This design comes from an exercise in tuning for small area on the open sky130 flow, not from production work.
At most, simulation tests tie the RTL to the original design; equivalence was not proved.

Design dlf_core, start of the top module:
module dlf_core (
   input             clk,
   input             rstn,
   input             dlf_en,
   input  [4:0]      tdc_dout,
   input  [17:0]     dlf_a2,
   input  [17:0]     dlf_a3,
   input  [17:0]     dlf_b1,
   input  [17:0]     dlf_b2,
   input  [14:0]     dlf_sdm_nc_in,
   output [15:0]     dlf_out,
   output            dlf_valid
   );
For scale: roughly 1,500 cells after synthesis, roughly 240 flip-flops, about 110 I/O pins, roughly 17,000 µm² of cells after synthesis.
==> flow/config.mk <==
export PLATFORM = sky130hd
export DESIGN_NAME = dlf_core
export DESIGN_NICKNAME = dlf_core
export VERILOG_FILES = /design/flow/design.v
export SDC_FILE = /design/flow/constraint.sdc
export NUM_CORES = 4
export LEC_CHECK = 0
export CAP_MARGIN = 20
export CORE_MARGIN = 2
export CORE_UTILIZATION = 60
export CTS_BUF_LIST = sky130_fd_sc_hd__clkbuf_16
export CTS_CLUSTER_DIAMETER = 100
export CTS_CLUSTER_SIZE = 25
export SLEW_MARGIN = 20
==> flow/constraint.sdc <==
create_clock -name core_clock -period 25.0 [get_ports {clk}]
set_input_delay 5.0000 -clock core_clock [delete_from_list [all_inputs] [get_ports {clk}]]
set_output_delay 5.0000 -clock core_clock [all_outputs]
set_load 0.01 [all_outputs]
standard.sh (not shown) runs the stock make flow with config.mk's settings and CLKGATE_MAP_FILE= SYNTH_SCRIPT=/design/flow/synth_recipe.tcl, a recipe that flattens the netlist after the stock synthesis.
==> flow/flow/run.sh <==
#!/bin/bash
# Own flow: the standard layout (standard.sh), with the buffers that the
# placement step puts on the input and output ports made of
# sky130_fd_sc_hd__buf_1 instead of the placer's default buffer cell.
set -euo pipefail
export BUFFER_PORTS_ARGS="-buffer_cell sky130_fd_sc_hd__buf_1"
bash standard.sh > standard.log 2>&1
Edit:
==> flow/run.sh (new file) <==
#!/bin/bash
# synth_recipe.tcl (not shown) runs the flow's synth.tcl, then flattens the netlist and writes it again
# the make line also repeats each setting of config.mk as NAME=value (left out here)
make -C /OpenROAD-flow-scripts/flow DESIGN_CONFIG=/design/flow/config.mk WORK_HOME=/design/flow/orfs CLKGATE_MAP_FILE= SYNTH_SCRIPT=/design/flow/synth_recipe.tcl finish
CTS_BUF_LIST = sky130_fd_sc_hd__clkbuf_4   (was sky130_fd_sc_hd__clkbuf_16)
CTS_CLUSTER_DIAMETER = 40   (was 100)
CTS_CLUSTER_SIZE = 12   (was 25)
removed: flow/flow/run.sh
removed: flow/standard.sh
Result:
- first-iteration DRC count rises by about a fifth
- die area does not change
- sequential share of layout area falls by 1.6 points
Function was not checked in any run of this note: the RTL went through the layout flow alone.

---

Setup of job 101:
dlf_core, a different RTL version from the one above (not shown whole).
Size in the first run: ~1400 cells after synthesis, ~16000 um^2 of cells after synthesis.
==> flow/config.mk <==
export PLATFORM = sky130hd
export DESIGN_NAME = dlf_core
export DESIGN_NICKNAME = dlf_core
export VERILOG_FILES = /design/flow/design.v
export SDC_FILE = /design/flow/constraint.sdc
export NUM_CORES = 4
export LEC_CHECK = 0
export CAP_MARGIN = 20
export CORE_MARGIN = 2
export CORE_UTILIZATION = 60
export SLEW_MARGIN = 20
==> flow/constraint.sdc <==
create_clock -name core_clock -period 25.0 [get_ports {clk}]
set_input_delay 5.0000 -clock core_clock [delete_from_list [all_inputs] [get_ports {clk}]]
set_output_delay 5.0000 -clock core_clock [all_outputs]
set_load 0.01 [all_outputs]
==> flow/flow/run.sh <==
#!/bin/bash
# Own flow: the standard layout (standard.sh) with two changes:
#  - the buffers that the placement step puts on the input and output ports
#    are sky130_fd_sc_hd__buf_1 instead of the placer's default buffer cell;
#  - clock tree synthesis uses clkbuf_16 buffers in clusters of up to 30
#    sinks and inserts no dummy load cells.
set -euo pipefail
export BUFFER_PORTS_ARGS="-buffer_cell sky130_fd_sc_hd__buf_1"
export CTS_ARGS="-sink_clustering_enable -repair_clock_nets -dont_use_dummy_load -buf_list sky130_fd_sc_hd__clkbuf_16 -sink_clustering_size 30 -sink_clustering_max_diameter 100"
bash standard.sh > standard.log 2>&1
## Diff of input files: job 102 against job 101
==> flow/flow/run.sh <==
#!/bin/bash
# Own flow: the standard layout (standard.sh) with two changes:
#  - the buffers that the placement step puts on the input and output ports
#    are sky130_fd_sc_hd__buf_1 instead of the placer's default buffer cell;
#  - clock tree synthesis uses clkbuf_8 buffers in clusters of up to 14
#    sinks and inserts no dummy load cells.
set -euo pipefail
export BUFFER_PORTS_ARGS="-buffer_cell sky130_fd_sc_hd__buf_1"
export CTS_ARGS="-sink_clustering_enable -repair_clock_nets -dont_use_dummy_load -buf_list sky130_fd_sc_hd__clkbuf_8 -sink_clustering_size 14 -sink_clustering_max_diameter 60"
bash standard.sh > standard.log 2>&1
--- outcome ---
Post-route worst hold slack for job 102: 0.0086 ns down relative to job 101
Per the comparison of job 102 with job 101, number of nets in the finished design moved up; cell count shows an increase of 0.87%.
For job 102 and job 101, there was not a single run that failed to finish clean.

-- separate check: timing with driven ports --
In the flow no input, the clock included, has a driving cell. The finished layouts below were timed again as built, in two steps. Step 1 sets driving cells, clkbuf_16 on the clock port and buf_2 on the other inputs (assumed; they add their load-dependent delay and slew). Step 2, shift: input delay + t, output delay - t, t = (earliest + latest rising clock arrival at the registers) / 2. This alone moves slack from input paths to output paths. Three values: ideal, step 1, step 2; two values: the first two.
| run | t, ns | setup WS [ns] | worst register clock-pin slew, ns | worst slew at a driven data input, ns | cell pins on the clock port's net |
|---|---|---|---|---|---|
| the first run of note 1 | 0.523 | 8.844 / 8.873 / 8.350 | 0.11 / 0.11 | 0.06 | 1 |
| the second run of note 1 | 0.666 | 8.560 / 8.581 / 7.915 | 0.12 / 0.12 | 0.07 | 1 |
| job 101 | 0.518 | 8.745 / 8.772 / 8.254 | 0.11 / 0.11 | 0.06 | 1 |
| job 102 | 0.589 | 8.859 / 8.881 / 8.292 | 0.09 / 0.09 | 0.06 | 1 |
After both steps setup and hold are still met in every run listed. The setup slack of the second run of note 1, which loses most, moves by +0.021 ns with the drivers and by -0.645 ns with both steps.
